Context: an optimization exercise on an open-source flow, tuned for small area. The choices shown serve that exercise and are no tape-out recipe.
In this exercise RTL edits were held to simulation tests only and were not proved equivalent to the original.
In runs 1 to 3 the design's own scripts or RTL, not TritonCTS, make the clock network.
The clock input has no modelled driver; a real chip could not lean on it and would need a root buffer or a full tree.
Power and IR drop assume default switching activity.

==> flow/run.sh <==
#!/bin/bash
# Own flow:
#  1. the standard synthesis (standard.sh synth);
#  2. its combinational logic re-mapped for area with ABC, keeping every
#     flip-flop instance, name and cell (resynth.tcl; several ABC scripts are
#     tried and the smallest netlist is kept);
#  3. the standard layout from floorplan on, with buf_1 port buffers,
#     no large buffers for repair_design (resize_dont_use.tcl) and a
#     one-level clock tree built by hand before CTS (cts_manual.tcl).
# Each tool's output goes to a log file of its own in this folder.
set -euo pipefail
W=$(pwd)
F=$W/flow
YOSYS=$FLOW_HOME/../tools/install/yosys/bin/yosys
[ -x "$YOSYS" ] || YOSYS=yosys
R=$W/orfs/results/$FLOW_PLATFORM/Elevator/base
LIB=$FLOW_HOME/platforms/$FLOW_PLATFORM/lib/sky130_fd_sc_hd__tt_025C_1v80.lib

bash standard.sh synth > $W/log_std_synth.log 2>&1
cp $R/1_2_yosys.v $W/std_1_2_yosys.v

scripts="b1 b3 e2 e2s5 e2s7 e2s8 e2s9 b3s3"
run_batch() {
  local pids=()
  for s in "$@"; do
    ( cd $W && FLOW_TOP=$FLOW_TOP LIBERTY=$LIB IN_V=$W/std_1_2_yosys.v ABC_SCRIPT=$F/$s.abc \
        OUT_V=$W/rs_$s.v OUT_STAT=$W/rs_$s.stat \
        timeout 900 $YOSYS -c $F/resynth.tcl > $W/log_resynth_$s.log 2>&1 ) &
    pids+=($!)
  done
  for p in "${pids[@]}"; do wait $p || true; done
}
run_batch b1 b3 e2 e2s5
run_batch e2s7 e2s8 e2s9 b3s3

best=""; besta=""
for s in $scripts; do
  [ -s $W/rs_$s.v ] && [ -s $W/rs_$s.stat ] || continue
  a=$(grep 'Chip area' $W/rs_$s.stat | awk '{print $NF}')
  [ -n "$a" ] || continue
  if [ -z "$besta" ] || awk "BEGIN{exit !($a < $besta)}"; then best=$s; besta=$a; fi
done
echo "resynth choice: ${best:-none} ${besta:-}" > $W/log_choice.log
if [ -n "$best" ]; then
  cp $W/rs_$best.v $R/1_2_yosys.v
  rm -f $R/1_synth.odb $R/1_synth.sdc
fi

export BUFFER_PORTS_ARGS="-buffer_cell sky130_fd_sc_hd__buf_1"
export PRE_CTS_TCL=$F/cts_manual.tcl
export MANUAL_CTS_SLEW=0.110
export PRE_RESIZE_TCL=$F/resize_dont_use.tcl
bash standard.sh finish "BUFFER_PORTS_ARGS=$BUFFER_PORTS_ARGS" "PRE_CTS_TCL=$PRE_CTS_TCL" "PRE_RESIZE_TCL=$PRE_RESIZE_TCL" > $W/log_std_finish.log 2>&1
==> flow/b1.abc <==
strash
balance -l; resub -K 6 -l; rewrite -l; resub -K 6 -N 2 -l; refactor -l; resub -K 8 -l; balance -l; resub -K 8 -N 2 -l; rewrite -l; resub -K 10 -l; rewrite -z -l; resub -K 10 -N 2 -l; balance -l; resub -K 12 -l; refactor -z -l; resub -K 12 -N 2 -l; rewrite -z -l; balance -l
balance -l; resub -K 6 -l; rewrite -l; resub -K 6 -N 2 -l; refactor -l; resub -K 8 -l; balance -l; resub -K 8 -N 2 -l; rewrite -l; resub -K 10 -l; rewrite -z -l; resub -K 10 -N 2 -l; balance -l; resub -K 12 -l; refactor -z -l; resub -K 12 -N 2 -l; rewrite -z -l; balance -l
&get -n
&deepsyn -T 60
&put
balance -l; resub -K 6 -l; rewrite -l; resub -K 6 -N 2 -l; refactor -l; resub -K 8 -l; balance -l; resub -K 8 -N 2 -l; rewrite -l; resub -K 10 -l; rewrite -z -l; resub -K 10 -N 2 -l; balance -l; resub -K 12 -l; refactor -z -l; resub -K 12 -N 2 -l; rewrite -z -l; balance -l
&get -n
&dch -f
&nf -R 1000
&put
==> flow/b3.abc <==
strash
balance -l; resub -K 6 -l; rewrite -l; resub -K 6 -N 2 -l; refactor -l; resub -K 8 -l; balance -l; resub -K 8 -N 2 -l; rewrite -l; resub -K 10 -l; rewrite -z -l; resub -K 10 -N 2 -l; balance -l; resub -K 12 -l; refactor -z -l; resub -K 12 -N 2 -l; rewrite -z -l; balance -l
balance -l; resub -K 6 -l; rewrite -l; resub -K 6 -N 2 -l; refactor -l; resub -K 8 -l; balance -l; resub -K 8 -N 2 -l; rewrite -l; resub -K 10 -l; rewrite -z -l; resub -K 10 -N 2 -l; balance -l; resub -K 12 -l; refactor -z -l; resub -K 12 -N 2 -l; rewrite -z -l; balance -l
&get -n
&deepsyn -T 60
&put
balance -l; resub -K 6 -l; rewrite -l; resub -K 6 -N 2 -l; refactor -l; resub -K 8 -l; balance -l; resub -K 8 -N 2 -l; rewrite -l; resub -K 10 -l; rewrite -z -l; resub -K 10 -N 2 -l; balance -l; resub -K 12 -l; refactor -z -l; resub -K 12 -N 2 -l; rewrite -z -l; balance -l
&get -n
&dch -f
&nf -a -F 5 -A 5 -R 1000
&put
==> flow/b3s3.abc <==
strash
balance -l; resub -K 6 -l; rewrite -l; resub -K 6 -N 2 -l; refactor -l; resub -K 8 -l; balance -l; resub -K 8 -N 2 -l; rewrite -l; resub -K 10 -l; rewrite -z -l; resub -K 10 -N 2 -l; balance -l; resub -K 12 -l; refactor -z -l; resub -K 12 -N 2 -l; rewrite -z -l; balance -l
balance -l; resub -K 6 -l; rewrite -l; resub -K 6 -N 2 -l; refactor -l; resub -K 8 -l; balance -l; resub -K 8 -N 2 -l; rewrite -l; resub -K 10 -l; rewrite -z -l; resub -K 10 -N 2 -l; balance -l; resub -K 12 -l; refactor -z -l; resub -K 12 -N 2 -l; rewrite -z -l; balance -l
&get -n
&deepsyn -S 3 -T 60
&put
balance -l; resub -K 6 -l; rewrite -l; resub -K 6 -N 2 -l; refactor -l; resub -K 8 -l; balance -l; resub -K 8 -N 2 -l; rewrite -l; resub -K 10 -l; rewrite -z -l; resub -K 10 -N 2 -l; balance -l; resub -K 12 -l; refactor -z -l; resub -K 12 -N 2 -l; rewrite -z -l; balance -l
&get -n
&dch -f
&nf -a -F 5 -A 5 -R 1000
&put
==> flow/cts_manual.tcl <==
# PRE_CTS_TCL hook: a one-level clock tree made by hand.  The clock port
# drives K clock buffers of one type; each drives one cluster of flip-flops
# (k-means on their placed positions).  The (K, buffer) pairs are tried from
# the smallest total buffer area up, and the first whose estimated slew at
# every flip-flop clock pin is below the target is kept.  TritonCTS is then
# skipped.
set cts_slew  [expr {[info exists ::env(MANUAL_CTS_SLEW)] ? $::env(MANUAL_CTS_SLEW) : 0.100}]

proc mcts_kmeans {sinks K} {
  set n [llength $sinks]
  set sorted [lsort -integer -index 1 $sinks]
  set cents {}
  for {set k 0} {$k < $K} {incr k} {
    set s [lindex $sorted [expr {int(($k + 0.5) * $n / $K)}]]
    lappend cents [list [lindex $s 1] [lindex $s 2]]
  }
  set assign {}
  for {set iter 0} {$iter < 30} {incr iter} {
    set assign {}
    foreach s $sinks {
      set best 0; set bd 1e30
      for {set k 0} {$k < $K} {incr k} {
        set c [lindex $cents $k]
        set d [expr {abs([lindex $s 1] - [lindex $c 0]) + abs([lindex $s 2] - [lindex $c 1])}]
        if {$d < $bd} { set bd $d; set best $k }
      }
      lappend assign $best
    }
    set newc {}
    for {set k 0} {$k < $K} {incr k} {
      set sx 0; set sy 0; set m 0
      foreach s $sinks a $assign {
        if {$a == $k} { set sx [expr {$sx + [lindex $s 1]}]; set sy [expr {$sy + [lindex $s 2]}]; incr m }
      }
      if {$m > 0} { lappend newc [list [expr {$sx / $m}] [expr {$sy / $m}]] } else { lappend newc [lindex $cents $k] }
    }
    set cents $newc
  }
  return [list $assign $cents]
}

set block [ord::get_db_block]
set cts_port [expr {[info exists ::env(MANUAL_CTS_PORT)] ? $::env(MANUAL_CTS_PORT) : "CLK"}]
set clk_port_net [[$block findBTerm $cts_port] getNet]
$clk_port_net setSigType CLOCK
set sinks {}
foreach it [$clk_port_net getITerms] {
  set b [[$it getInst] getBBox]
  lappend sinks [list $it [expr {([$b xMin] + [$b xMax]) / 2}] [expr {([$b yMin] + [$b yMax]) / 2}]]
}
set core [$block getCoreArea]
set_propagated_clock [all_clocks]
set cands {}
foreach bn {sky130_fd_sc_hd__clkbuf_8 sky130_fd_sc_hd__clkbuf_16} {
  set bm [[ord::get_db] findMaster $bn]
  for {set K 2} {$K <= 12} {incr K} {
    lappend cands [list [expr {$K * [$bm getWidth]}] $K $bn]
  }
}
set cands [lsort -integer -index 0 $cands]
set ncand [llength $cands]
set ci 0
foreach cand $cands {
  incr ci
  lassign $cand _ K cts_buf
  set master [[ord::get_db] findMaster $cts_buf]
  if {$K > [llength $sinks]} { continue }
  lassign [mcts_kmeans $sinks $K] assign cents
  set made {}
  for {set k 0} {$k < $K} {incr k} {
    set inst [odb::dbInst_create $block $master clkbuf_leaf_$k]
    set net [odb::dbNet_create $block clknet_leaf_$k]
    $net setSigType CLOCK
    foreach s $sinks a $assign {
      if {$a == $k} { set it [lindex $s 0]; $it disconnect; $it connect $net }
    }
    [$inst findITerm A] connect $clk_port_net
    [$inst findITerm X] connect $net
    set c [lindex $cents $k]
    set x [expr {max([$core xMin], min([$core xMax] - [$master getWidth], [lindex $c 0]))}]
    set y [expr {max([$core yMin], min([$core yMax] - [$master getHeight], [lindex $c 1]))}]
    $inst setLocation $x $y
    $inst setPlacementStatus PLACED
    lappend made [list $inst $net]
  }
  estimate_parasitics -placement
  set mx 0
  foreach s $sinks {
    set it [lindex $s 0]
    set p [get_pins [[$it getInst] getName]/[[$it getMTerm] getName]]
    set sl [get_property $p slew_max]
    if {$sl > $mx} { set mx $sl }
  }
  puts "manual CTS: $K x $cts_buf, estimated max clock pin slew [format %.1f [expr {$mx * 1000.0}]] ps"
  if {$mx <= $cts_slew || $ci == $ncand} { break }
  foreach m $made {
    lassign $m inst net
    foreach it [$net getITerms] { $it disconnect; if {[$it getInst] ne $inst} { $it connect $clk_port_net } }
    odb::dbInst_destroy $inst
    odb::dbNet_destroy $net
  }
}

rename clock_tree_synthesis mcts_unused_clock_tree_synthesis
proc clock_tree_synthesis {args} { puts "clock tree already built by the PRE_CTS_TCL hook" }
==> flow/e2.abc <==
strash
balance -l; resub -K 6 -l; rewrite -l; resub -K 6 -N 2 -l; refactor -l; resub -K 8 -l; balance -l; resub -K 8 -N 2 -l; rewrite -l; resub -K 10 -l; rewrite -z -l; resub -K 10 -N 2 -l; balance -l; resub -K 12 -l; refactor -z -l; resub -K 12 -N 2 -l; rewrite -z -l; balance -l
balance -l; resub -K 6 -l; rewrite -l; resub -K 6 -N 2 -l; refactor -l; resub -K 8 -l; balance -l; resub -K 8 -N 2 -l; rewrite -l; resub -K 10 -l; rewrite -z -l; resub -K 10 -N 2 -l; balance -l; resub -K 12 -l; refactor -z -l; resub -K 12 -N 2 -l; rewrite -z -l; balance -l
&get -n
&deepsyn -T 60
&put
balance -l; resub -K 6 -l; rewrite -l; resub -K 6 -N 2 -l; refactor -l; resub -K 8 -l; balance -l; resub -K 8 -N 2 -l; rewrite -l; resub -K 10 -l; rewrite -z -l; resub -K 10 -N 2 -l; balance -l; resub -K 12 -l; refactor -z -l; resub -K 12 -N 2 -l; rewrite -z -l; balance -l
&get -n
&dch -f
&nf -a -F 5 -A 5 -R 1000
&put
strash
&get -n
&dch -f
&nf -a -F 5 -A 5 -R 1000
&put
==> flow/e2s5.abc <==
strash
balance -l; resub -K 6 -l; rewrite -l; resub -K 6 -N 2 -l; refactor -l; resub -K 8 -l; balance -l; resub -K 8 -N 2 -l; rewrite -l; resub -K 10 -l; rewrite -z -l; resub -K 10 -N 2 -l; balance -l; resub -K 12 -l; refactor -z -l; resub -K 12 -N 2 -l; rewrite -z -l; balance -l
balance -l; resub -K 6 -l; rewrite -l; resub -K 6 -N 2 -l; refactor -l; resub -K 8 -l; balance -l; resub -K 8 -N 2 -l; rewrite -l; resub -K 10 -l; rewrite -z -l; resub -K 10 -N 2 -l; balance -l; resub -K 12 -l; refactor -z -l; resub -K 12 -N 2 -l; rewrite -z -l; balance -l
&get -n
&deepsyn -S 5 -T 60
&put
balance -l; resub -K 6 -l; rewrite -l; resub -K 6 -N 2 -l; refactor -l; resub -K 8 -l; balance -l; resub -K 8 -N 2 -l; rewrite -l; resub -K 10 -l; rewrite -z -l; resub -K 10 -N 2 -l; balance -l; resub -K 12 -l; refactor -z -l; resub -K 12 -N 2 -l; rewrite -z -l; balance -l
&get -n
&dch -f
&nf -a -F 5 -A 5 -R 1000
&put
strash
&get -n
&dch -f
&nf -a -F 5 -A 5 -R 1000
&put
==> flow/e2s7.abc <==
strash
balance -l; resub -K 6 -l; rewrite -l; resub -K 6 -N 2 -l; refactor -l; resub -K 8 -l; balance -l; resub -K 8 -N 2 -l; rewrite -l; resub -K 10 -l; rewrite -z -l; resub -K 10 -N 2 -l; balance -l; resub -K 12 -l; refactor -z -l; resub -K 12 -N 2 -l; rewrite -z -l; balance -l
balance -l; resub -K 6 -l; rewrite -l; resub -K 6 -N 2 -l; refactor -l; resub -K 8 -l; balance -l; resub -K 8 -N 2 -l; rewrite -l; resub -K 10 -l; rewrite -z -l; resub -K 10 -N 2 -l; balance -l; resub -K 12 -l; refactor -z -l; resub -K 12 -N 2 -l; rewrite -z -l; balance -l
&get -n
&deepsyn -S 7 -T 60
&put
balance -l; resub -K 6 -l; rewrite -l; resub -K 6 -N 2 -l; refactor -l; resub -K 8 -l; balance -l; resub -K 8 -N 2 -l; rewrite -l; resub -K 10 -l; rewrite -z -l; resub -K 10 -N 2 -l; balance -l; resub -K 12 -l; refactor -z -l; resub -K 12 -N 2 -l; rewrite -z -l; balance -l
&get -n
&dch -f
&nf -a -F 5 -A 5 -R 1000
&put
strash
&get -n
&dch -f
&nf -a -F 5 -A 5 -R 1000
&put
==> flow/e2s8.abc <==
strash
balance -l; resub -K 6 -l; rewrite -l; resub -K 6 -N 2 -l; refactor -l; resub -K 8 -l; balance -l; resub -K 8 -N 2 -l; rewrite -l; resub -K 10 -l; rewrite -z -l; resub -K 10 -N 2 -l; balance -l; resub -K 12 -l; refactor -z -l; resub -K 12 -N 2 -l; rewrite -z -l; balance -l
balance -l; resub -K 6 -l; rewrite -l; resub -K 6 -N 2 -l; refactor -l; resub -K 8 -l; balance -l; resub -K 8 -N 2 -l; rewrite -l; resub -K 10 -l; rewrite -z -l; resub -K 10 -N 2 -l; balance -l; resub -K 12 -l; refactor -z -l; resub -K 12 -N 2 -l; rewrite -z -l; balance -l
&get -n
&deepsyn -S 8 -T 60
&put
balance -l; resub -K 6 -l; rewrite -l; resub -K 6 -N 2 -l; refactor -l; resub -K 8 -l; balance -l; resub -K 8 -N 2 -l; rewrite -l; resub -K 10 -l; rewrite -z -l; resub -K 10 -N 2 -l; balance -l; resub -K 12 -l; refactor -z -l; resub -K 12 -N 2 -l; rewrite -z -l; balance -l
&get -n
&dch -f
&nf -a -F 5 -A 5 -R 1000
&put
strash
&get -n
&dch -f
&nf -a -F 5 -A 5 -R 1000
&put
==> flow/e2s9.abc <==
strash
balance -l; resub -K 6 -l; rewrite -l; resub -K 6 -N 2 -l; refactor -l; resub -K 8 -l; balance -l; resub -K 8 -N 2 -l; rewrite -l; resub -K 10 -l; rewrite -z -l; resub -K 10 -N 2 -l; balance -l; resub -K 12 -l; refactor -z -l; resub -K 12 -N 2 -l; rewrite -z -l; balance -l
balance -l; resub -K 6 -l; rewrite -l; resub -K 6 -N 2 -l; refactor -l; resub -K 8 -l; balance -l; resub -K 8 -N 2 -l; rewrite -l; resub -K 10 -l; rewrite -z -l; resub -K 10 -N 2 -l; balance -l; resub -K 12 -l; refactor -z -l; resub -K 12 -N 2 -l; rewrite -z -l; balance -l
&get -n
&deepsyn -S 9 -T 60
&put
balance -l; resub -K 6 -l; rewrite -l; resub -K 6 -N 2 -l; refactor -l; resub -K 8 -l; balance -l; resub -K 8 -N 2 -l; rewrite -l; resub -K 10 -l; rewrite -z -l; resub -K 10 -N 2 -l; balance -l; resub -K 12 -l; refactor -z -l; resub -K 12 -N 2 -l; rewrite -z -l; balance -l
&get -n
&dch -f
&nf -a -F 5 -A 5 -R 1000
&put
strash
&get -n
&dch -f
&nf -a -F 5 -A 5 -R 1000
&put
==> flow/resize_dont_use.tcl <==
# PRE_RESIZE_TCL hook: repair_design fixes the few slow, heavily loaded nets
# with small buffers or resizing rather than with the largest buffers.
set_dont_use [list sky130_fd_sc_hd__buf_6 sky130_fd_sc_hd__buf_8 sky130_fd_sc_hd__buf_12 \
  sky130_fd_sc_hd__buf_16 sky130_fd_sc_hd__bufbuf_8 sky130_fd_sc_hd__bufbuf_16 \
  sky130_fd_sc_hd__clkbuf_8 sky130_fd_sc_hd__clkbuf_16]
==> flow/resynth.tcl <==
# Re-map the combinational logic of the standard synthesis netlist for area.
# The flip-flops stay as they are (same instances, names and cells).
yosys -import
set lib $::env(LIBERTY)
read_liberty -ignore_miss_func $lib
read_verilog $::env(IN_V)
hierarchy -top $::env(FLOW_TOP)
blackbox sky130_fd_sc_hd__dfxtp_* sky130_fd_sc_hd__edfxtp_* sky130_fd_sc_hd__dfrtp_* sky130_fd_sc_hd__dfstp_* sky130_fd_sc_hd__dfxbp_* sky130_fd_sc_hd__dfrbp_* sky130_fd_sc_hd__dfsbp_* sky130_fd_sc_hd__dfbbp_* sky130_fd_sc_hd__dfbbn_* sky130_fd_sc_hd__dfrtn_* sky130_fd_sc_hd__sdf* sky130_fd_sc_hd__sedf* sky130_fd_sc_hd__dl*
flatten
hierarchy -top $::env(FLOW_TOP)
opt -purge
abc -script $::env(ABC_SCRIPT) -liberty $lib -dont_use *probe* -dont_use *lpflow* -dont_use *clkinv* -dont_use *clkbuf* -dont_use *dly* -dont_use *clkdly*
opt_clean -purge
hilomap -singleton -hicell sky130_fd_sc_hd__conb_1 HI -locell sky130_fd_sc_hd__conb_1 LO
splitnets
opt_clean -purge
tee -o $::env(OUT_STAT) stat -liberty $lib
write_verilog -noattr -nohex -nodec $::env(OUT_V)
==> standard.sh <==
#!/bin/bash
# synth_recipe.tcl (not shown) runs the flow's synth.tcl, then flattens the netlist and writes it again
# the make line also repeats each setting of config.mk as NAME=value (left out here)
make -C /OpenROAD-flow-scripts/flow DESIGN_CONFIG=/design/flow/config.mk WORK_HOME=/design/flow/orfs CLKGATE_MAP_FILE= SYNTH_SCRIPT=/design/flow/synth_recipe.tcl "${@:-finish}"
==> config.mk <==
export PLATFORM = sky130hd
export DESIGN_NAME = Elevator
export DESIGN_NICKNAME = Elevator
export VERILOG_FILES = /design/flow/design.v
export SDC_FILE = /design/flow/constraint.sdc
export NUM_CORES = 4
export LEC_CHECK = 0
export CAP_MARGIN = 20
export CORE_MARGIN = 2
export CORE_UTILIZATION = 70
export GPL_TIMING_DRIVEN = 0
export PLACE_DENSITY = 0.85
export SLEW_MARGIN = 20
==> constraint.sdc <==
create_clock -name core_clock -period 10.0 [get_ports {CLK}]
set_input_delay 2.0000 -clock core_clock [delete_from_list [all_inputs] [get_ports {CLK}]]
set_output_delay 2.0000 -clock core_clock [all_outputs]
set_load 0.01 [all_outputs]
==> design.v <==
`timescale 1ns / 1ps
module Elevator(input CLK,
                input RST,
                input [1:0] mode,
                input [3:0] request,
                output [3:0] currentFloor1,
                output [3:0] currentFloor2,
                output doorOpen1,
                output doorOpen2,
                output [3:0] listingLeds,
                output listBusy,
                output reg state);
reg  [31:0] poolv;
reg  [4:0]  lj;
reg  [3:0]  floor1, floor2;
wire [3:0] pool [0:9];
wire [7:0] nz;
wire [7:0] m;
genvar g;
generate for (g = 0; g < 8; g = g + 1) begin : g_slot
  assign pool[g] = poolv[4*g +: 4];
  assign nz[g] = (pool[g] != 4'd0);
  assign m[g]  = (pool[g] == request);
end endgenerate
assign pool[8] = 4'd0;
assign pool[9] = 4'd0;
assign currentFloor1 = floor1;
assign currentFloor2 = floor2;
assign doorOpen1 = ~state | ~nz[0];
assign doorOpen2 = ~state | ~nz[1];
wire [7:0] lp = {lj[3] & ~lj[2], lj[2] & ~lj[1], lj[1] & ~lj[0], lj[4] & lj[0],
                 lj[3] & ~lj[4], lj[2] & ~lj[3], lj[1] & ~lj[2], lj[0] & ~lj[1]};
wire lb = lj[0] | lj[3];
assign listBusy = lb;
reg [3:0] leds;
integer q;
always @* begin
  leds = 4'd0;
  for (q = 0; q < 8; q = q + 1)
    leds = leds | ({4{lp[q]}} & pool[q]);
end
assign listingLeds = leds;
wire idle = ~state;
wire work = state | (mode == 2'd3);
wire add  = idle & (mode == 2'd0) & ~|m & ~nz[7];
wire del  = idle & (mode == 2'd2) & (request != 4'd0);
wire lst  = idle & (mode == 2'd1);
wire [7:0] s;
assign s[0] = m[0];
generate for (g = 1; g < 8; g = g + 1) begin : g_pre
  assign s[g] = s[g-1] | m[g];
end endgenerate
wire delok = del & s[7];
wire [7:0] w;
assign w[0] = ~nz[0];
generate for (g = 1; g < 8; g = g + 1) begin : g_w
  assign w[g] = ~nz[g] & nz[g-1];
end endgenerate
wire r1 = state & ~nz[0];
wire r2 = state & ~nz[1];
wire [3:0] e1 = r1 ? pool[2] : pool[0];
wire [3:0] e2 = r2 ? (r1 ? pool[3] : pool[2]) : pool[1];
wire sh2 = r1 & r2;
wire sh1 = r1 ^ r2;
wire [4:0] d1 = {1'b0, e1} - {1'b0, floor1};
wire [4:0] d2 = {1'b0, e2} - {1'b0, floor2};
wire up1 = ~d1[4] & (d1[3:0] != 4'd0);
wire up2 = ~d2[4] & (d2[3:0] != 4'd0);
wire dn1 = d1[4] & (e1 != 4'd0);
wire dn2 = d2[4] & (e2 != 4'd0);
wire [3:0] nf1 = floor1 + {dn1, dn1, dn1, up1 | dn1};
wire [3:0] nf2 = floor2 + {dn2, dn2, dn2, up2 | dn2};
wire adj1 = (d1 == 5'd0) | (d1 == 5'd1) | (d1 == 5'h1f) | (e1 == 4'd0);
wire adj2 = (d2 == 5'd0) | (d2 == 5'd1) | (d2 == 5'h1f) | (e2 == 4'd0);
wire [3:0] nt1 = adj1 ? 4'd0 : e1;
wire [3:0] nt2 = adj2 ? 4'd0 : e2;
wire head_nz = sh2 ? nz[4] : sh1 ? nz[3] : nz[2];
wire nstate = ~adj1 | ~adj2 | head_nz;
wire ladv = |({lp[6:0], ~lb} & nz);
wire [4:0] ljn = ladv ? {lj[3:0], ~lj[4]} : 5'd0;
wire [31:0] poolnx;
generate for (g = 0; g < 8; g = g + 1) begin : g_next
  wire [3:0] wk = (g == 0) ? nt1 :
                  (g == 1) ? nt2 :
                  sh2 ? pool[g+2] : sh1 ? pool[g+1] : pool[g];
  wire [3:0] ik = (add & w[g]) ? request :
                  (delok & s[g]) ? pool[g+1] : pool[g];
  assign poolnx[4*g +: 4] = work ? wk : ik;
end endgenerate
always @(posedge CLK) begin
  if (RST) begin
    poolv <= 32'd0;
    lj <= 5'd0;
    floor1 <= 4'd1;
    floor2 <= 4'd1;
    state <= 1'b0;
  end else begin
    poolv <= poolnx;
    if (work) begin
      floor1 <= nf1;
      floor2 <= nf2;
      state <= nstate;
      lj <= 5'd0;
    end else if (add | delok) begin
      lj <= 5'd0;
    end else if (lst) begin
      lj <= ljn;
    end
  end
end
endmodule
==> results of run 1 <==
[flip-flops by register name, summed over array words and instances, names as in the netlist]
name    count
floor1      4
floor2      4
lj          5
poolv      32
state       1
[power by group]
group	internal, mW	switching (mW)	total [mW]
registers	0.203	0.0419	0.245
clock network	0.0278	0.0480	0.0758
logic	0.0537	0.0848	0.139
[metal layers]
layer | GRT usage (%) | vias up
met5 | 0 | -
met4 | 13.97 | 0
met3 | 7.143 | 36
met2 | 54.33 | 238
met1 | 53.25 | 1454
li1 | - | 1518
[critical path, cell delays in order]
cell,delay [ns]
buf_1,0.76
xor2_1,0.20
nor4_1,0.10
a41oi_1,0.28
o41ai_1,0.18
a41oi_1,0.31
nand2_1,0.11
a41oi_1,0.22
o21ai_0,0.15
or4b_1,0.75
o311ai_1,0.91
a21oi_1,0.17
[cell type report]
type	count	area [sq um]	area share, %
plain buffers	3	41.29	1.316
flip-flops and latches	46	920.9	29.35
multi-input cells	328	2003	63.84
well taps	50	62.56	1.994
inverters	6	22.52	0.7177
repair buffers	23	87.58	2.791
[worst max path at each step]
stage,start,end,slack [ns],cells past startpoint
2_1_floorplan,request[0],poolv[16],5.00,11
3_3_place_gp,request[1],poolv[16],3.62,12
3_5_place_dp,request[1],poolv[17],3.82,12
4_1_cts,request[1],poolv[17],3.99,12
5_1_grt,request[1],poolv[17],3.53,13
6_report,request[1],poolv[17],3.84,12
[metrics by stage]
step	total power, mW	utilization, %
6_report	0.4590	77.89
5_1_grt	0.4820	77.89
4_1_cts	0.4518	77.86
3_5_place_dp	0.3805	76.83
3_3_place_gp	0.3749	76.68
2_1_floorplan	0.3339	-
==> summary.md, run 1 <==
| Metric | Value |
|---|---|
| Reg2reg end | `poolv[17]` |
| Total GRT Usage | `36.97%` |
| Post-Layout Inst Area | `0.003138 sq mm` |
| Worst hold path startpoint | `floor1[1]` |
| Worst Setup End Kind | `register` |
| Routability congestion estimate | `1.093` |
| I/O Buffers | `23` |
| CP startpoint kind | `primary input` |
| Synthesized area | `0.002940 sq mm` |
| Depth of the most critical reg-to-reg path | `11` |
| Placed cells | `453` |
| Critical path arrival | `6.17 ns` |
| Max Slew Vio Count | `0` |
| Endpoints failing hold | `0` |
| Via/cell ratio | `7.118` |
| Critical Path Fanout Max | `15` |
| Reg2Reg Launch Point | `poolv[2]` |
| Largest net degree at the start of global routing | `27` |
| Hold Path Cell Cnt | `1` |
| Reg2reg setup slack | `6.02 ns` |
| Met2 wire length | `3.667 mm` |
| WHS Endpoint | `floor1[1]` |
| Global-route wire length before repair | `13.57 mm` |
| Post-Place Worst Slack | `3.821 ns` |
| Routed Antenna Nets | `0` |
| DR vias | `3246` |
| Antenna violations before repair | `0` |
| Total Wirelength | `8.663 mm` |
| RSZ-0062 raised after global routing | `no` |
| Drt wl/cell | `19.00 um` |
| P per Cell Area | `146.3 mW/mm^2` |
| Final worst slack | `3.840 ns` |
| Syn Nets | `388` |
| Die W | `68.81 um` |
| Hold-fix buffers, CTS | `0` |
| Placed Area | `0.003095 sq mm` |
| Vias in the first global route | `2840` |
| WHS | `0.5385 ns` |
| Total number of yosys warnings | `1` |
| Fin cells | `456` |
| Met1 WL | `3.641 mm` |
| Commonest non-fill, non-tap cell in the layout | `nor2_1` |
| Peak supply drop | `0.1656 mV` |
| Req. time, crit path | `10.01 ns` |
| Fmax | `0.1623 GHz` |
| Grt total ovfl | `0` |
| Slew Limit Headroom | `29.59%` |
| DRC | `0` |
| MaxCap Viol Count | `0` |
| Area Overhead vs Synth | `6.723%` |
| Pre-antenna DRT Iters | `7` |
| Finish-stage setup viols | `0` |
| Core area | `0.004029 sq mm` |
| WS Path Type | `primary input to register` |
| CTS clk-pin slew, worst paths | `0.11 ns` |
| # fillers | `317` |
| Type of the worst min-delay path | `register to register` |
| Die Y | `68.81 um` |
| Final period util | `61.60%` |
| Clock Skews | `0.01547 ns` |
| Synthesized instance count | `380` |
| Nets@finish | `416` |
| Lkg Pwr | `1.104 nW` |
| Fraction of layout cells with a size suffix above 1 | `1.232%` |
| Min cycle time layout | `6.160 ns` |
| Avg Inst Size Synth | `7.738 sq um` |
| Worst-Skew Late Latency | `0.16 ns` |
| Most frequent cells in the layout | `nor2_1 (49), dfxtp_1 (46), nand2_1 (40), o21ai_0 (35), a21oi_1 (26)` |
| Cell Rows | `23` |
| Io pins | `24` |
| Status | `no timing/DRC/antenna violations` |
| CTS-repair resized insts | `0` |
| DR iter-0 viols | `638` |
| Setup_tns | `0 ns` |
| Setup bufs post-CTS | `0` |
| Routed met3 length | `1.065 mm` |
| Die area | `0.004735 sq mm` |
| # diodes | `0` |
| Initial Util | `72.98%` |
| Uppermost layer routed | `met4` |
| Slew at the pin closest to its max-slew limit | `1.056 ns` |
| Post-DP HPWL | `6.148 mm` |
==> run 2: changes to the inputs <==
--- a/design.v
+++ b/design.v
@@ -12,5 +12,6 @@
                 output reg state);
 reg  [31:0] poolv;
-reg  [4:0]  lj;
+reg        lb;
+reg  [2:0]  lk;
 reg  [3:0]  floor1, floor2;
 wire [3:0] pool [0:9];
@@ -29,16 +30,6 @@
 assign doorOpen1 = ~state | ~nz[0];
 assign doorOpen2 = ~state | ~nz[1];
-wire [7:0] lp = {lj[3] & ~lj[2], lj[2] & ~lj[1], lj[1] & ~lj[0], lj[4] & lj[0],
-                 lj[3] & ~lj[4], lj[2] & ~lj[3], lj[1] & ~lj[2], lj[0] & ~lj[1]};
-wire lb = lj[0] | lj[3];
 assign listBusy = lb;
-reg [3:0] leds;
-integer q;
-always @* begin
-  leds = 4'd0;
-  for (q = 0; q < 8; q = q + 1)
-    leds = leds | ({4{lp[q]}} & pool[q]);
-end
-assign listingLeds = leds;
+assign listingLeds = lb ? pool[lk] : 4'd0;
 wire idle = ~state;
 wire work = state | (mode == 2'd3);
@@ -77,6 +68,6 @@
 wire head_nz = sh2 ? nz[4] : sh1 ? nz[3] : nz[2];
 wire nstate = ~adj1 | ~adj2 | head_nz;
-wire ladv = |({lp[6:0], ~lb} & nz);
-wire [4:0] ljn = ladv ? {lj[3:0], ~lj[4]} : 5'd0;
+wire [2:0] ln = lb ? lk + 3'd1 : 3'd0;
+wire lnb = nz[ln] & ~(lb & (lk == 3'd7));
 wire [31:0] poolnx;
 generate for (g = 0; g < 8; g = g + 1) begin : g_next
@@ -91,5 +82,5 @@
   if (RST) begin
     poolv <= 32'd0;
-    lj <= 5'd0;
+    lb <= 1'b0;
     floor1 <= 4'd1;
     floor2 <= 4'd1;
@@ -101,9 +92,10 @@
       floor2 <= nf2;
       state <= nstate;
-      lj <= 5'd0;
+      lb <= 1'b0;
     end else if (add | delok) begin
-      lj <= 5'd0;
+      lb <= 1'b0;
     end else if (lst) begin
-      lj <= ljn;
+      lb <= lnb;
+      lk <= ln;
     end
   end
==> run 2 against run 1 <==
  * Worst setup slack got worse by 0.33 ns
  * Largest cell class unchanged
  * Sequential power rose by 33%
  * Still clean on timing, DRC and antenna
  * Sequential share of layout area rose by 0.27 points
  * Combinational power rose to 3.1 times the previous value
  * Routed wire length rose by 3.8%
  * Critical endpoint is now poolv[21]
  * First-iteration DRC count fell by 21%
  * Critical path depth rose by 3
  * Cell count fell by 0.22%
  * Die area rose by 0.16%
==> summary.md, run 2 <==
| Metric | Value |
|---|---|
| Min cycle time layout | `6.486 ns (+0.3260 ns)` |
| CP cell instances | `buf_1, xor2_1, nor4_1, a41oi_1, o41ai_1, a41o_1, a41oi_1, o41ai_1, a41o_1, a41o_1, nor2_1, nand3_1, o31ai_1, o22ai_1, a21oi_1` |
| Req. time, crit path | `10.09 ns (+0.08 ns)` |
| Reg2reg end | `poolv[7]` |
| Worst hold path startpoint | `floor2[3]` |
| Slew at the pin closest to its max-slew limit | `1.083 ns (+0.02695 ns)` |
| Worst-Skew Late Latency | `0.15 ns (about the same)` |
| Top Registers | `poolv (32), floor1 (4), floor2 (4)` |
| Die W | `68.87 um (about the same)` |
| Hold Path Cell Cnt | `2 (+1)` |
| Die area | `0.004742 sq mm (+0.16%)` |
| WS Path Type | `primary input to register` |
| Slowest CP cell | `o31ai_1` |
| Synthesized area | `0.002945 sq mm (+0.17%)` |
| DR iter-0 viols | `503 (-21%)` |
| Finish-stage setup viols | `0 (unchanged)` |
| Slew Limit Headroom | `27.80% (-1.8 points)` |
| Synthesized instance count | `379 (-0.26%)` |
| Critical path's largest stage delay | `0.88 ns (-0.03 ns)` |
| Via/cell ratio | `7.400 (+4.0%)` |
| Placed cells | `452 (-0.22%)` |
| RSZ-0062 raised after global routing | `no` |
| Endpoints failing hold | `0 (unchanged)` |
| Reg2Reg Launch Point | `poolv[2]` |
| Switch Pwr | `410.4 uW (+130%)` |
| Pre-antenna DRT Iters | `8 (+1)` |
| CP dominant cell by count | `a41o_1` |
| Post-DP HPWL | `6.310 mm (+2.6%)` |
| Routability congestion estimate | `0.9840 (-10%)` |
| Syn Nets | `387 (-0.26%)` |
| Gate power share | `52.3% (+22 points)` |
| Routed Antenna Nets | `0 (unchanged)` |
| Cell-internal power | `420.2 uW (+48%)` |
| Commonest non-fill, non-tap cell in the layout | `dfxtp_1` |
| Lkg Pwr | `1.168 nW (+5.8%)` |
| Status | `no timing/DRC/antenna violations` |
| Total number of yosys warnings | `1 (unchanged)` |
| Setup bufs post-CTS | `0 (unchanged)` |
| Hold-fix buffers, CTS | `0 (unchanged)` |
| Area Overhead vs Synth | `6.712% (about the same)` |
| CP startpoint kind | `primary input` |
| Total Wirelength | `8.988 mm (+3.8%)` |
| Initial Util | `73.11% (+0.12 points)` |
| Clock Skews | `0.01874 ns (+0.003273 ns)` |
| # diodes | `0 (unchanged)` |
| # fillers | `300 (-5.4%)` |
| Avg Inst Size Synth | `7.771 sq um (+0.43%)` |
| Critical Path Fanout Max | `15 (unchanged)` |
| WHS Endpoint | `floor2[3]` |
| Depth of the most critical reg-to-reg path | `16 (+5)` |
| Clock share of power | `8.4% (-8.1 points)` |
| Die Y | `68.87 um (about the same)` |
| Nets@finish | `415 (-0.24%)` |
| Final period util | `64.86% (+3.3 points)` |
| Fmax | `0.1542 GHz (-5.0%)` |
| CTS clk-pin slew, worst paths | `0.09 ns (-0.02 ns)` |
| Drt wl/cell | `19.75 um (+4.0%)` |
| Reg power frac | `39.3% (-14 points)` |
| Most frequent cells in the layout | `dfxtp_1 (42), nand2_1 (41), nor2_1 (36), a21oi_1 (36), o21ai_0 (26)` |
| DR vias | `3367 (+3.7%)` |
| Fin cells | `455 (-0.22%)` |
| Cell Rows | `23 (unchanged)` |
| Io pins | `24 (unchanged)` |
| Peak supply drop | `0.2587 mV (+56%)` |
| Core area | `0.004029 sq mm (unchanged)` |
| I/O Buffers | `23 (unchanged)` |
| Setup_tns | `0 ns (unchanged)` |
| Total GRT Usage | `38.34% (+1.4 points)` |
| Grt total ovfl | `0 (unchanged)` |
| Max Slew Vio Count | `0 (unchanged)` |
| DRC | `0 (unchanged)` |
| Type of the worst min-delay path | `register to register` |
| Switching power share of the total | `49.41% (+11 points)` |
| MaxCap Viol Count | `0 (unchanged)` |
| Antenna violations before repair | `0 (unchanged)` |
| Reg2reg setup slack | `5.49 ns (-0.53 ns)` |
| Global-route wire length before repair | `13.94 mm (+2.7%)` |
| Vias in the first global route | `2914 (+2.6%)` |
| Biggest register | `poolv` |
| CTS-repair resized insts | `0 (unchanged)` |
| Critical path's top delay family | `compound AO/OA/AOI/OAI gates` |
| Worst Setup End Kind | `register` |
| CP bufs+invs | `1 (unchanged)` |
| Largest net degree at the start of global routing | `27 (unchanged)` |
| P per Cell Area | `264.3 mW/mm^2 (+81%)` |
| Fraction of layout cells with a size suffix above 1 | `1.235% (+0.0030 points)` |
| Largest register FFs | `32 (unchanged)` |
| Critical path arrival | `6.57 ns (+0.40 ns)` |
[run 2: layer usage]
layer  GRT usage (%)  routed length, um  vias to the layer above
met4           11.03                357                        0
met3           5.195               1176                       55
li1                -                  -                     1529
met5               0                  0                        -
met2           63.82               3922                      284
met1           51.75               3531                     1499
[run 2: layout make-up]
type | instances | area (sq um) | area share [%]
Inverter | 9 | 33.78 | 1.075
Timing Repair Buffer | 23 | 87.58 | 2.787
Tap cell | 50 | 62.56 | 1.990
Multi-Input combinational cell | 325 | 1987 | 63.22
Buffer | 3 | 41.29 | 1.314
Sequential cell | 45 | 930.9 | 29.62
[run 2: worst max-delay path by stage]
stage	start	depth (start not counted)	end	slack, ns
after global routing	request[0]	15	poolv[21]	3.22
after CTS	request[1]	15	poolv[22]	3.76
after floorplan	request[3]	14	poolv[21]	5.18
final	request[1]	15	poolv[21]	3.51
after global placement	request[0]	16	poolv[13]	3.65
after detailed placement	request[1]	15	poolv[22]	3.59
[run 2: power by group through the flow]
stage | Clock [mW] | Sequential [mW] | Combinational (mW)
2_1_floorplan | 0 | 0.294 | 0.323
3_3_place_gp | 0 | 0.323 | 0.407
3_5_place_dp | 0 | 0.323 | 0.418
4_1_cts | 0.0716 | 0.320 | 0.421
5_1_grt | 0.0762 | 0.330 | 0.479
6_report | 0.0696 | 0.327 | 0.434
[run 2: worst register-to-register path: cells and delay by family (launching register included)]
family | cells | cell delay, ns
AO/OA/AOI/OAI | 7 | 1.33
buffers and inverters | 2 | 0.18
flip-flops | 1 | 0.38
AND/OR/NAND/NOR | 7 | 2.55
[run 2: per-stage QoR]
stage | power [mW] | area [sq um] | hold slack (ns) | setup WS (ns) | utilization, %
finish | 0.8306 | 3143 | 0.5761 | 3.514 | 78.01
global route | 0.8852 | 3143 | 0.6052 | 3.216 | 78.01
CTS | 0.8120 | 3142 | 0.5735 | 3.760 | 77.98
detailed placement | 0.7409 | 3100 | 0.5636 | 3.593 | 76.96
global placement | 0.7302 | 3094 | 0.5360 | 3.649 | 76.80
floorplan | 0.6162 | 2945 | 0.4934 | 5.177 | -
==> run 3: changes to the inputs <==
--- a/design.v
+++ b/design.v
@@ -12,6 +12,5 @@
                 output reg state);
 reg  [31:0] poolv;
-reg        lb;
-reg  [2:0]  lk;
+reg  [7:0]  lp;
 reg  [3:0]  floor1, floor2;
 wire [3:0] pool [0:9];
@@ -30,6 +29,14 @@
 assign doorOpen1 = ~state | ~nz[0];
 assign doorOpen2 = ~state | ~nz[1];
+wire lb = (lp != 8'd0);
 assign listBusy = lb;
-assign listingLeds = lb ? pool[lk] : 4'd0;
+reg [3:0] leds;
+integer q;
+always @* begin
+  leds = 4'd0;
+  for (q = 0; q < 8; q = q + 1)
+    leds = leds | ({4{lp[q]}} & pool[q]);
+end
+assign listingLeds = leds;
 wire idle = ~state;
 wire work = state | (mode == 2'd3);
@@ -68,34 +75,42 @@
 wire head_nz = sh2 ? nz[4] : sh1 ? nz[3] : nz[2];
 wire nstate = ~adj1 | ~adj2 | head_nz;
-wire [2:0] ln = lb ? lk + 3'd1 : 3'd0;
-wire lnb = nz[ln] & ~(lb & (lk == 3'd7));
+wire [7:0] lpn = {lp[6:0], ~lb} & nz;
+wire nrst = ~RST;
+wire wk_s2 = nrst & work & sh2;
+wire wk_s1 = nrst & work & sh1;
+wire wk_k  = nrst & work & ~sh1 & ~sh2;
+wire id_a  = nrst & ~work & add;
+wire id_d  = nrst & ~work & delok;
+wire id_k  = nrst & ~work;
+wire nt1s  = nrst & work & ~adj1;
+wire nt2s  = nrst & work & ~adj2;
 wire [31:0] poolnx;
 generate for (g = 0; g < 8; g = g + 1) begin : g_next
-  wire [3:0] wk = (g == 0) ? nt1 :
-                  (g == 1) ? nt2 :
-                  sh2 ? pool[g+2] : sh1 ? pool[g+1] : pool[g];
-  wire [3:0] ik = (add & w[g]) ? request :
-                  (delok & s[g]) ? pool[g+1] : pool[g];
-  assign poolnx[4*g +: 4] = work ? wk : ik;
+  wire sd = id_d & s[g];
+  wire sk = (id_k & ~(delok & s[g])) | ((g >= 2) ? wk_k : 1'b0);
+  wire s1 = sd | ((g >= 2) ? wk_s1 : 1'b0);
+  wire s2 = (g >= 2) ? wk_s2 : 1'b0;
+  wire sr = id_a & w[g];
+  wire [3:0] tn = (g == 0) ? ({4{nt1s}} & e1) : (g == 1) ? ({4{nt2s}} & e2) : 4'd0;
+  assign poolnx[4*g +: 4] = ({4{sk}} & pool[g]) | ({4{s1}} & pool[g+1]) |
+                            ({4{s2}} & pool[g+2]) | ({4{sr}} & request) | tn;
 end endgenerate
 always @(posedge CLK) begin
+  poolv <= poolnx;
   if (RST) begin
-    poolv <= 32'd0;
-    lb <= 1'b0;
+    lp <= 8'd0;
     floor1 <= 4'd1;
     floor2 <= 4'd1;
     state <= 1'b0;
   end else begin
-    poolv <= poolnx;
     if (work) begin
       floor1 <= nf1;
       floor2 <= nf2;
       state <= nstate;
-      lb <= 1'b0;
+      lp <= 8'd0;
     end else if (add | delok) begin
-      lb <= 1'b0;
+      lp <= 8'd0;
     end else if (lst) begin
-      lb <= lnb;
-      lk <= ln;
+      lp <= lpn;
     end
   end
--- a/flow/run.sh
+++ b/flow/run.sh
@@ -20,5 +20,5 @@
 cp $R/1_2_yosys.v $W/std_1_2_yosys.v
 
-scripts="b1 b3 e2 e2s5 e2s7 e2s8 e2s9 b3s3"
+scripts="e2 e2s1 e2s2 e2s3 e2s4 e2s5 e2s7 e2s8 e2s9 e2s10 b3 b3s3"
 run_batch() {
   local pids=()
@@ -31,6 +31,7 @@
   for p in "${pids[@]}"; do wait $p || true; done
 }
-run_batch b1 b3 e2 e2s5
-run_batch e2s7 e2s8 e2s9 b3s3
+run_batch e2 e2s1 e2s2 e2s3
+run_batch e2s4 e2s5 e2s7 e2s8
+run_batch e2s9 e2s10 b3 b3s3
 
 best=""; besta=""
--- a/flow/cts_manual.tcl
+++ b/flow/cts_manual.tcl
@@ -52,7 +52,7 @@
 set_propagated_clock [all_clocks]
 set cands {}
-foreach bn {sky130_fd_sc_hd__clkbuf_8 sky130_fd_sc_hd__clkbuf_16} {
+foreach bn {sky130_fd_sc_hd__clkbuf_4 sky130_fd_sc_hd__clkbuf_8 sky130_fd_sc_hd__clkbuf_16} {
   set bm [[ord::get_db] findMaster $bn]
-  for {set K 2} {$K <= 12} {incr K} {
+  for {set K 1} {$K <= 4} {incr K} {
     lappend cands [list [expr {$K * [$bm getWidth]}] $K $bn]
   }
==> flow/e2s1.abc (new file) <==
strash
balance -l; resub -K 6 -l; rewrite -l; resub -K 6 -N 2 -l; refactor -l; resub -K 8 -l; balance -l; resub -K 8 -N 2 -l; rewrite -l; resub -K 10 -l; rewrite -z -l; resub -K 10 -N 2 -l; balance -l; resub -K 12 -l; refactor -z -l; resub -K 12 -N 2 -l; rewrite -z -l; balance -l
balance -l; resub -K 6 -l; rewrite -l; resub -K 6 -N 2 -l; refactor -l; resub -K 8 -l; balance -l; resub -K 8 -N 2 -l; rewrite -l; resub -K 10 -l; rewrite -z -l; resub -K 10 -N 2 -l; balance -l; resub -K 12 -l; refactor -z -l; resub -K 12 -N 2 -l; rewrite -z -l; balance -l
&get -n
&deepsyn -S 1 -T 60
&put
balance -l; resub -K 6 -l; rewrite -l; resub -K 6 -N 2 -l; refactor -l; resub -K 8 -l; balance -l; resub -K 8 -N 2 -l; rewrite -l; resub -K 10 -l; rewrite -z -l; resub -K 10 -N 2 -l; balance -l; resub -K 12 -l; refactor -z -l; resub -K 12 -N 2 -l; rewrite -z -l; balance -l
&get -n
&dch -f
&nf -a -F 5 -A 5 -R 1000
&put
strash
&get -n
&dch -f
&nf -a -F 5 -A 5 -R 1000
&put
==> flow/e2s10.abc (new file) <==
strash
balance -l; resub -K 6 -l; rewrite -l; resub -K 6 -N 2 -l; refactor -l; resub -K 8 -l; balance -l; resub -K 8 -N 2 -l; rewrite -l; resub -K 10 -l; rewrite -z -l; resub -K 10 -N 2 -l; balance -l; resub -K 12 -l; refactor -z -l; resub -K 12 -N 2 -l; rewrite -z -l; balance -l
balance -l; resub -K 6 -l; rewrite -l; resub -K 6 -N 2 -l; refactor -l; resub -K 8 -l; balance -l; resub -K 8 -N 2 -l; rewrite -l; resub -K 10 -l; rewrite -z -l; resub -K 10 -N 2 -l; balance -l; resub -K 12 -l; refactor -z -l; resub -K 12 -N 2 -l; rewrite -z -l; balance -l
&get -n
&deepsyn -S 10 -T 60
&put
balance -l; resub -K 6 -l; rewrite -l; resub -K 6 -N 2 -l; refactor -l; resub -K 8 -l; balance -l; resub -K 8 -N 2 -l; rewrite -l; resub -K 10 -l; rewrite -z -l; resub -K 10 -N 2 -l; balance -l; resub -K 12 -l; refactor -z -l; resub -K 12 -N 2 -l; rewrite -z -l; balance -l
&get -n
&dch -f
&nf -a -F 5 -A 5 -R 1000
&put
strash
&get -n
&dch -f
&nf -a -F 5 -A 5 -R 1000
&put
==> flow/e2s2.abc (new file) <==
strash
balance -l; resub -K 6 -l; rewrite -l; resub -K 6 -N 2 -l; refactor -l; resub -K 8 -l; balance -l; resub -K 8 -N 2 -l; rewrite -l; resub -K 10 -l; rewrite -z -l; resub -K 10 -N 2 -l; balance -l; resub -K 12 -l; refactor -z -l; resub -K 12 -N 2 -l; rewrite -z -l; balance -l
balance -l; resub -K 6 -l; rewrite -l; resub -K 6 -N 2 -l; refactor -l; resub -K 8 -l; balance -l; resub -K 8 -N 2 -l; rewrite -l; resub -K 10 -l; rewrite -z -l; resub -K 10 -N 2 -l; balance -l; resub -K 12 -l; refactor -z -l; resub -K 12 -N 2 -l; rewrite -z -l; balance -l
&get -n
&deepsyn -S 2 -T 60
&put
balance -l; resub -K 6 -l; rewrite -l; resub -K 6 -N 2 -l; refactor -l; resub -K 8 -l; balance -l; resub -K 8 -N 2 -l; rewrite -l; resub -K 10 -l; rewrite -z -l; resub -K 10 -N 2 -l; balance -l; resub -K 12 -l; refactor -z -l; resub -K 12 -N 2 -l; rewrite -z -l; balance -l
&get -n
&dch -f
&nf -a -F 5 -A 5 -R 1000
&put
strash
&get -n
&dch -f
&nf -a -F 5 -A 5 -R 1000
&put
==> flow/e2s3.abc (new file) <==
strash
balance -l; resub -K 6 -l; rewrite -l; resub -K 6 -N 2 -l; refactor -l; resub -K 8 -l; balance -l; resub -K 8 -N 2 -l; rewrite -l; resub -K 10 -l; rewrite -z -l; resub -K 10 -N 2 -l; balance -l; resub -K 12 -l; refactor -z -l; resub -K 12 -N 2 -l; rewrite -z -l; balance -l
balance -l; resub -K 6 -l; rewrite -l; resub -K 6 -N 2 -l; refactor -l; resub -K 8 -l; balance -l; resub -K 8 -N 2 -l; rewrite -l; resub -K 10 -l; rewrite -z -l; resub -K 10 -N 2 -l; balance -l; resub -K 12 -l; refactor -z -l; resub -K 12 -N 2 -l; rewrite -z -l; balance -l
&get -n
&deepsyn -S 3 -T 60
&put
balance -l; resub -K 6 -l; rewrite -l; resub -K 6 -N 2 -l; refactor -l; resub -K 8 -l; balance -l; resub -K 8 -N 2 -l; rewrite -l; resub -K 10 -l; rewrite -z -l; resub -K 10 -N 2 -l; balance -l; resub -K 12 -l; refactor -z -l; resub -K 12 -N 2 -l; rewrite -z -l; balance -l
&get -n
&dch -f
&nf -a -F 5 -A 5 -R 1000
&put
strash
&get -n
&dch -f
&nf -a -F 5 -A 5 -R 1000
&put
==> flow/e2s4.abc (new file) <==
strash
balance -l; resub -K 6 -l; rewrite -l; resub -K 6 -N 2 -l; refactor -l; resub -K 8 -l; balance -l; resub -K 8 -N 2 -l; rewrite -l; resub -K 10 -l; rewrite -z -l; resub -K 10 -N 2 -l; balance -l; resub -K 12 -l; refactor -z -l; resub -K 12 -N 2 -l; rewrite -z -l; balance -l
balance -l; resub -K 6 -l; rewrite -l; resub -K 6 -N 2 -l; refactor -l; resub -K 8 -l; balance -l; resub -K 8 -N 2 -l; rewrite -l; resub -K 10 -l; rewrite -z -l; resub -K 10 -N 2 -l; balance -l; resub -K 12 -l; refactor -z -l; resub -K 12 -N 2 -l; rewrite -z -l; balance -l
&get -n
&deepsyn -S 4 -T 60
&put
balance -l; resub -K 6 -l; rewrite -l; resub -K 6 -N 2 -l; refactor -l; resub -K 8 -l; balance -l; resub -K 8 -N 2 -l; rewrite -l; resub -K 10 -l; rewrite -z -l; resub -K 10 -N 2 -l; balance -l; resub -K 12 -l; refactor -z -l; resub -K 12 -N 2 -l; rewrite -z -l; balance -l
&get -n
&dch -f
&nf -a -F 5 -A 5 -R 1000
&put
strash
&get -n
&dch -f
&nf -a -F 5 -A 5 -R 1000
&put
removed: flow/b1.abc
==> run 3 against run 2 <==
  * Worst setup slack better by 0.57 ns
  * Flip-flop and latch count increased by 4
  * Die area is 1.9% lower
  * Via count is 4.5% lower
  * Sequential share of layout area is 2.2 points higher
  * Fmax is 9.7% higher
  * Clock power grew 7.9%
  * Clock skew decreased by 0.010 ns
  * Routed wire length decreased by 3.7%
  * Synthesized area down 2.0%
  * Critical endpoint is now poolv[2]
==> summary.md, run 3 <==
| Metric | Value |
|---|---|
| Status | `no timing/DRC/antenna violations` |
| # fillers | `314 (+4.7%)` |
| Top Registers | `poolv (32), lp (8)` |
| P per Cell Area | `105.2 mW/mm^2 (-60%)` |
| Core area | `0.003971 sq mm (-1.4%)` |
| CP cell instances | `buf_1, xnor2_1, nand4_1, o41a_1, o41ai_1, a41oi_1, o41ai_1, a41oi_1, o41ai_1, a41oi_1, nand2_1, nor3_1, nand2_1, o21ai_0` |
| Slew Limit Headroom | `25.02% (-2.8 points)` |
| Worst-Skew Late Latency | `0.16 ns (about the same)` |
| WS Path Type | `primary input to register` |
| Critical path's largest stage delay | `0.72 ns (-0.16 ns)` |
| Via/cell ratio | `7.389 (-0.16%)` |
| Die W | `68.20 um (-0.97%)` |
| RSZ-0062 raised after global routing | `no` |
| Crit path to | `poolv[2]` |
| # diodes | `0 (unchanged)` |
| Drt wl/cell | `19.89 um (+0.71%)` |
| CTS clk-pin slew, worst paths | `0.09 ns (about the same)` |
| CP startpoint kind | `primary input` |
| Antenna violations before repair | `0 (unchanged)` |
| Core Util, Final | `77.60% (-0.41 points)` |
| Most frequent cells in the layout | `nand2_1 (51), dfxtp_1 (49), o21ai_0 (39), nor2_1 (36), buf_1 (23)` |
| Setup_tns | `0 ns (unchanged)` |
| Area Overhead vs Synth | `6.808% (about the same)` |
| Max Slew Vio Count | `0 (unchanged)` |
| Vias in the first global route | `2662 (-8.6%)` |
| Avg Inst Size Synth | `8.037 sq um (+3.4%)` |
| Pre-antenna DRT Iters | `6 (-2)` |
| Worst Setup End Kind | `register` |
| Req. time, crit path | `10.07 ns (-0.02 ns)` |
| Grt total ovfl | `0 (unchanged)` |
| Type of the worst min-delay path | `register to register` |
| Total chip power | `324.1 uW (-61%)` |
| Lkg Pwr | `1.093 nW (-6.4%)` |
| Finish-stage setup viols | `0 (unchanged)` |
| Biggest register | `poolv` |
| Placed cells | `432 (-4.4%)` |
| Peak supply drop | `0.1181 mV (-54%)` |
| Post-DP HPWL | `6.271 mm (-0.62%)` |
| Io pins | `24 (unchanged)` |
| Syn Nets | `367 (-5.2%)` |
| Largest net degree at the start of global routing | `20 (-26%)` |
| CP bufs+invs | `1 (unchanged)` |
| Min cycle time layout | `5.914 ns (-0.5728 ns)` |
| Reg2Reg Launch Point | `poolv[2]` |
| Slew at the pin closest to its max-slew limit | `1.122 ns (+0.03935 ns)` |
| Fmax | `0.1691 GHz (+9.7%)` |
| Initial Util | `72.65% (-0.45 points)` |
| Total number of yosys warnings | `1 (unchanged)` |
| DR iter-0 viols | `624 (+24%)` |
| Critical path's top delay family | `compound AO/OA/AOI/OAI gates` |
| Setup bufs post-CTS | `0 (unchanged)` |
| Hold-fix buffers, CTS | `0 (unchanged)` |
| DRC | `0 (unchanged)` |
| CTS-repair resized insts | `0 (unchanged)` |
| Levels on crit path | `14 (-1)` |
| DR vias | `3214 (-4.5%)` |
| Critical Path Fanout Max | `12 (-3)` |
| Synthesized area | `0.002885 sq mm (-2.0%)` |
| Depth of the most critical reg-to-reg path | `13 (-3)` |
| I/O Buffers | `23 (unchanged)` |
| Reg2reg setup slack | `6.06 ns (+0.57 ns)` |
| Fin cells | `435 (-4.4%)` |
| MaxCap Viol Count | `0 (unchanged)` |
| Slowest CP cell | `nor3_1` |
| Die Y | `68.20 um (-0.97%)` |
| Reg2reg end | `poolv[2]` |
| Global-route wire length before repair | `13.30 mm (-4.6%)` |
| Nets@finish | `395 (-4.8%)` |
| Routability congestion estimate | `1.039 (+5.6%)` |
| Largest register FFs | `32 (unchanged)` |
| Fraction of layout cells with a size suffix above 1 | `1.039% (-0.20 points)` |
| Synthesized instance count | `359 (-5.3%)` |
| Endpoints failing hold | `0 (unchanged)` |
| Critical path arrival | `5.98 ns (-0.59 ns)` |
| Total GRT Usage | `37.40% (-0.94 points)` |
| Clock Skews | `0.008782 ns (-0.009963 ns)` |
| Cell Rows | `23 (unchanged)` |
| Critical Path Start | `request[2]` |
| Commonest non-fill, non-tap cell in the layout | `nand2_1` |
| WHS | `0.5206 ns (-0.05550 ns)` |
| Final period util | `59.14% (-5.7 points)` |
| Total Wirelength | `8.654 mm (-3.7%)` |
| Die area | `0.004651 sq mm (-1.9%)` |
| Routed Antenna Nets | `0 (unchanged)` |
run 3: metal layers:
layer	part of all wire [%]	vias up	global-route usage, %
li1	-	1458	-
met1	41	1468	53.56
met2	43	246	57.16
met3	13	42	6.743
met4	3.4	0	11.00
met5	0	-	0
run 3: how the worst min path moves through the flow:
stage	startpoint	cells past startpoint	slack, ns	endpoint
after global placement	floor2[2]	1	0.50	floor2[2]
after detailed placement	floor1[3]	2	0.51	floor1[3]
after global routing	floor1[3]	2	0.56	floor1[3]
after CTS	floor1[3]	2	0.52	floor1[3]
final	floor1[3]	2	0.52	floor1[3]
after floorplan	poolv[31]	2	0.47	poolv[23]
run 3: cell type report:
cell class	instances	area, sq um	share of cell area (%)
buffer	3	41.29	1.340
inverter	4	15.01	0.4872
multi-input combinational	306	1896	61.51
sequential	49	980.9	31.83
tap	50	62.56	2.030
timing repair buffer	23	86.33	2.801
run 3: where the power goes:
group / internal, mW / total (mW) / switching, mW / leakage (nW)
Clock: 0.0278 / 0.0751 / 0.0472 / 0.0216
Sequential: 0.197 / 0.200 / 0.00321 / 0.395
Combinational: 0.0156 / 0.0491 / 0.0335 / 0.676
run 3: worst register-to-register path: stages (launching register included):
cell and delay, ns:
dfxtp_1 0.47, xnor2_1 0.11, nand4_1 0.15, o41a_1 0.18, o41ai_1 0.12, a41oi_1 0.29, o41ai_1 0.20, a41oi_1 0.29
o41ai_1 0.20, a41oi_1 0.29, nand2_1 0.12, nor3_1 0.72, nand2_1 0.43, o21ai_0 0.29
run 3: per-stage QoR:
stage               area, sq um  worst slack (ns)
floorplan                  2885             5.458
global route               3082             3.853
global placement           3034             4.213
finish                     3082             4.086
CTS                        3075             4.249
detailed placement         3034             4.078
==> run 4: changes to the inputs <==
--- a/config.mk
+++ b/config.mk
@@ -8,6 +8,6 @@
 export CAP_MARGIN = 20
 export CORE_MARGIN = 2
-export CORE_UTILIZATION = 70
+export CORE_UTILIZATION = 85
 export GPL_TIMING_DRIVEN = 0
-export PLACE_DENSITY = 0.85
+export PLACE_DENSITY = 0.92
 export SLEW_MARGIN = 20
==> run 4 against run 3 <==
  * The run now fails in global placement without I/O
  * Synthesized cell count did not move
  * Synthesized area is the same
==> summary.md, run 4 <==
| Metric | Value |
|---|---|
| Status | `did not finish` |
| Stop stage | `global placement without I/O` |
| Run Error | `[ERROR GPL-0301] Utilization 103.092 % exceeds 100%.` |
| Syn Nets | `367 (unchanged)` |
| Total number of yosys warnings | `1 (unchanged)` |
| Avg Inst Size Synth | `8.037 sq um (unchanged)` |
| Die W | `62.26 um (-8.7%)` |
| Die Y | `62.26 um (-8.7%)` |
| Synthesized area | `0.002885 sq mm (unchanged)` |
| Initial Util | `87.15% (+14 points)` |
| Cell Rows | `21 (-8.7%)` |
| Synthesized instance count | `359 (unchanged)` |

==> separate check: timing with driven ports <==
How much do the figures lean on ideal ports? The routed layouts below were timed once more, with nothing changed but the port constraints.
Step 1 sets driving cells, clkbuf_16 on the clock port and buf_2 on the other inputs (assumed; they add their load-dependent delay and slew).
Step 2 times the ports against the registers' clock, not the clock port: input delays grow and output delays shrink by t, the midpoint of the rising clock arrivals with the driver on.
Slacks: no drivers / after step 1 / after step 2; pairs: no drivers / after step 1.
run	t (ns)	setup slack, ns	worst setup path after step 2
run 1	0.208	3.840 / 3.863 / 3.656	input to register
run 2	0.201	3.514 / 3.541 / 3.341	input to register
run 3	0.206	4.086 / 4.111 / 3.905	input to register
After both steps setup and hold are still met in every run listed. For run 1, which loses most, drivers alone change the setup slack by +0.023 ns; drivers and shift together by -0.184 ns.
